This is an optimization exercise on Yosys and OpenROAD, whose aim is small area and a short achievable clock period, not a production implementation.
In this exercise RTL edits were held to simulation tests only and were not proved equivalent to the original.
Power figures rest on the tool's default switching activity, not on a simulated workload.

==> flow/design.v, too long to show whole: its modules and the start of the top module <==
// module rat_round: 3925 lines
module rat_round #(parameter WIDTH=32) (
        input clk,
        input rst,
        input [WIDTH-1:0] in_num,
        input [WIDTH-1:0] in_den,
        output wire [WIDTH-1:0] out_num,
        output wire [WIDTH-1:0] out_den,
        output wire rdy
    );
  // ...
==> flow/flow/run.sh <==
#!/bin/bash
# Own layout flow: the standard synthesis and layout (standard.sh), except
# that the input and output ports are buffered with buf_2 cells rather than the
# clkdlybuf4s50 delay buffer that buffer_ports picks by itself.
set -euo pipefail
cd "$(dirname "$(readlink -f "$0")")/.."
bash standard.sh synth > flow_synth.log 2>&1
bash standard.sh "BUFFER_PORTS_ARGS=-buffer_cell sky130_fd_sc_hd__buf_2" finish > flow_layout.log 2>&1
==> flow/standard.sh <==
#!/bin/bash
# synth_recipe.tcl (not shown) runs the flow's synth.tcl, then flattens the netlist and writes it again
# the make line also repeats each setting of config.mk as NAME=value (left out here)
make -C /OpenROAD-flow-scripts/flow DESIGN_CONFIG=/design/flow/config.mk WORK_HOME=/design/flow/orfs CLKGATE_MAP_FILE= SYNTH_SCRIPT=/design/flow/synth_recipe.tcl "${@:-finish}"
==> flow/config.mk <==
export PLATFORM = sky130hd
export DESIGN_NAME = rat_round
export DESIGN_NICKNAME = rat_round
export VERILOG_FILES = /design/flow/design.v
export SDC_FILE = /design/flow/constraint.sdc
export NUM_CORES = 4
export LEC_CHECK = 0
export ABC_AREA = 1
export CAP_MARGIN = 20
export CORE_MARGIN = 2
export CORE_UTILIZATION = 60
export CTS_BUF_LIST = sky130_fd_sc_hd__clkbuf_16
export CTS_CLUSTER_DIAMETER = 100
export CTS_CLUSTER_SIZE = 22
export GPL_ROUTABILITY_DRIVEN = 0
export PLACE_DENSITY = 0.75
export SLEW_MARGIN = 70
==> flow/constraint.sdc <==
create_clock -name core_clock -period 72.0 [get_ports {clk}]
set_input_delay 14.4000 -clock core_clock [delete_from_list [all_inputs] [get_ports {clk}]]
set_output_delay 14.4000 -clock core_clock [all_outputs]
set_load 0.01 [all_outputs]
==> results.cfg, run 1 <==
[drt]
vias_per_cell = 5.507
drcViolationCount = 0

[cells_and_area]
largest_class = multi-input gates
multi_input_area_share = 0.7322
drive_above_1_share = 0.07595
clock_area_frac = 0.01240
syn_to_final_growth_pct = 5.660
multi_input_cells = 4414
finalCoreUtilization = 0.6404
final_area_um2 = 38650

[critical_path]
endpoint_kind = output port
slowest_delay_ns = 0.47
startpoint = c_d[0]
cp_slowest_cell = dfxtp_1
crit_arrival_ns = 11.70
critPathCapture = out_num[27]
r2r-start = a_n[25]

[yosys]
synth-adder-area-share = 0.2503
synth_compound_area_frac = 0.1008
yosys-top-cells-count = 1476 x nand2_1, 789 x inv_1, 603 x nand3_1
synthCells = 5568
ys_ff_latch = 248
synth-simple-area-share = 0.3334
synth_top_area_cell = ha_1

[clock_network]
cts_setup_buffers = 0
cts_tree = yes
clock_path_buffers = 3
cts-hold-fix-buffers = 0
clkSlewWorstSetupHoldPaths_ns = 0.08

[global_route]
met3_usage = 0.04297
groute.layer.met1.usage = 0.3741
grt_pass1_wl_mm = 162.4

[power_and_ir_drop]
sequentialPowerShare = 0.138
p_clk_uw = 94.8

[floorplan]
std_cell_rows = 90

[status]
status = finished clean

[min_path]
hold_end = c_q[30]
hp-class = reg -> reg
holdCritStartpoint = b_q[30]

[placement]
dpl_cell_area_um2 = 38040
==> run 2: changes to the inputs <==
--- a/flow/config.mk
+++ b/flow/config.mk
@@ -15,3 +15,3 @@
 export GPL_ROUTABILITY_DRIVEN = 0
 export PLACE_DENSITY = 0.75
-export SLEW_MARGIN = 70
+export SLEW_MARGIN = 65
==> results.cfg, run 2 <==
[critical_path]
crit_top_cell = nand2_1
start_kind = flop
crit_arrival_ns = 12.12
cp_slowest_cell = fa_1
cp.required_ns = 57.60
path_max_fanout = 44
crit_type = reg -> out
slowest_delay_ns = 0.46
endpoint_kind = output port

[clock_network]
clock-sinks = 248
cts-hold-fix-buffers = 0
clkSlewWorstSetupHoldPaths_ns = 0.10
cts.repair.resized = 0
worstSkewPairLatency_ns = 0.53
h-tree-depth = 1
clock-root-buffer = clkbuf_16
cts-buffers-inserted = 16
cts_tree = yes
cts_setup_buffers = 0
clock_path_buffers = 3

[power_and_ir_drop]
vdd_drop_max_v = 0.00003308
p_switching_uw = 662.2
power_mw = 1.244
p_int_uw = 582.0
power.density_nw_per_um2 = 32.37
swShare = 0.5322
combPwrFrac = 0.784
power_frac_clock = 0.076
sequentialPowerShare = 0.139
p_leak_nw = 20.89

[sta]
finClkSkew_ns = 0.02619
rsz0062_at_grt = false
max_slew_margin = 0.6189
hold-worst-slack_ns = 0.3185
fin_crit_ns = 26.52
min_period_over_period = 0.3683
fin_ws_ns = 45.48
hold_violations = 0
max_slew.worst_pin.slew_ns = 0.5697
setup_viol = 0
fmax_mhz = 37.71
final.setup.tns_ns = 0
slew_viol_final = 0

[floorplan]
die_area_um2 = 62960
die_height_um = 250.9
std_cell_rows = 90
initial_core_util = 0.6061
die_w_um = 250.9
core_um2 = 60360
io_pins = 131

[yosys]
syn_area_um2 = 36580
ys_ff_latch = 248
synth_top_area_cell = ha_1
synthDistinctLibCells = 68
synthCells = 5568
synth_top_area_frac = 0.1802
synth-warning-count = 1
ys_async_sr_fraction = 0
yosys-top-cells-count = 1476 x nand2_1, 789 x inv_1, 603 x nand3_1
yosys_most_used_dff = dfxtp_1
synthTopCellsByArea = ha_1 18%, nand2_1 15%, dfxtp_1 14%, nand3_1 8.2%, inv_1 8.1%
postSynthAreaPerCell_um2 = 6.570
synth_most_common_cell = nand2_1
synth_edf_count = 0
synth-seq-area-share = 0.1357

[drt]
ant_nets = 0
vias_per_cell = 5.517
vias = 35381
drtPass1Iterations = 6
first_iter_violations = 1993
wire_per_inst_um = 15.29
drcViolationCount = 0
totalWireLength_mm = 98.08

[placement]
port_buffers = 98
dp_hpwl_mm = 84.01
dp_slack_ns = 45.79

[global_route]
grt-ovfl-total = 0
grt_pass1_wl_mm = 161.4
antenna_found_initial = 4
grt_max_degree = 50
grt_pass1_vias = 33604
grt_use_total = 0.3098

[cells_and_area]
layout_commonest_cell = nand2_1
finalCoreUtilization = 0.6367
final_nets = 6344
reg_top3 = a_d (32), b_d (32), c_d (32)
final_cell_mix = 1473 x nand2_1, 781 x inv_1, 597 x nand3_1, 527 x ha_1, 303 x a21oi_1
fillCellCount = 5725
drive_above_1_share = 0.07124
syn_to_final_growth_pct = 5.052

[min_path]
hp-class = reg -> reg

[status]
status = finished clean

[job]
maxCapViolCount = 0
==> run 2: cell counts after synthesis <==
Identical to the previous run, type by type.
==> run 2: cells by family after synthesis <==
group           synth area share
compound gates            0.1008
xor+xnor                 0.07661
fa+ha+maj                 0.2503
buf+inv                   0.1020
flops                     0.1357
mux                     0.001094
other cells            0.0002053
simple gates              0.3334
==> run 2: power groups by stage <==
stage | Clock (mW) | Combinational (mW) | Sequential (mW)
floorplan | 0 | 0.770 | 0.170
global placement | 0 | 0.939 | 0.176
finish | 0.0951 | 0.976 | 0.173
detailed placement | 0 | 0.969 | 0.176
CTS | 0.0967 | 0.974 | 0.173
global route | 0.101 | 1.12 | 0.175
==> run 2: final cells by class <==
class | count | area, um^2 | share of cell area
inverters | 814 | 3058 | 0.07957
repair buffers | 129 | 721.9 | 0.01878
clock buffers | 17 | 425.4 | 0.01107
well taps | 782 | 978.4 | 0.02546
diodes | 2 | 5.005 | 0.0001302
multi-input cells | 4414 | 28190 | 0.7336
clock inverters | 7 | 56.30 | 0.001465
flip-flops and latches | 248 | 4995 | 0.1300
==> run 2: stage by stage <==
step,area [um^2],std cells
after floorplan,36700,5598
after global placement,37700,6384
after detailed placement,37890,6387
after CTS,38370,6411
after global routing,38430,6412
final,38430,6413
==> run 2: layer usage <==
layer / wire (um) / vias up / GRT usage / share of wire
met3: 5929 / 208 / 0.03034 / 0.060
met5: 0 / - / 0 / 0
met4: 3646 / 0 / 0.1121 / 0.037
met2: 47040 / 899 / 0.5605 / 0.48
met1: 41460 / 16135 / 0.3813 / 0.42
li1: - / 18139 / - / -
==> run 2: final timing paths <==
path / startpoint / depth (start not counted) / slack [ns] / endpoint
hold reg to reg: b_q[22] / 0 / 0.32 / c_q[22]
setup / recovery: c_d[0] / 67 / 45.48 / out_num[27]
hold / removal: b_q[22] / 0 / 0.32 / c_q[22]
setup reg to reg: a_d[15] / 159 / 45.73 / b_p[3]
==> run 2: worst max-delay path, delay by kind of cell (launching register included) <==
family                     cells  cell delay, ns
xor gates and xnor gates       1            0.29
AOI/OAI and AO/OA              6            1.08
and+or+nand+nor               47            5.87
DFF                            1            0.39
adders and majority gates      5            1.76
buffers and inverters          8            2.09

[separate check: timing with driven ports]
In the flow no input, the clock included, has a driving cell. The finished layouts below were timed again as built, in two steps. Step 1 sets driving cells, clkbuf_16 on the clock port and buf_2 on the other inputs (assumed; they add their load-dependent delay and slew). Step 2 times the ports against the registers' clock, not the clock port: input delays grow and output delays shrink by t, the midpoint of the rising clock arrivals with the driver on. Three values: ideal, step 1, step 2; two values: the first two.
| run | t, ns | setup WS [ns] | hold WS [ns] | latest minus earliest clock arrival (ns) | worst register clock-pin slew, ns |
|---|---|---|---|---|---|
| run 1 | 0.580 | 45.903 / 45.840 / 46.420 | 0.332 / 0.332 / 0.332 | 0.022 / 0.022 | 0.09 / 0.09 |
| run 2 | 0.581 | 45.482 / 45.420 / 45.729 | 0.318 / 0.318 / 0.318 | 0.028 / 0.028 | 0.10 / 0.10 |
After both steps every run listed still meets setup and hold.
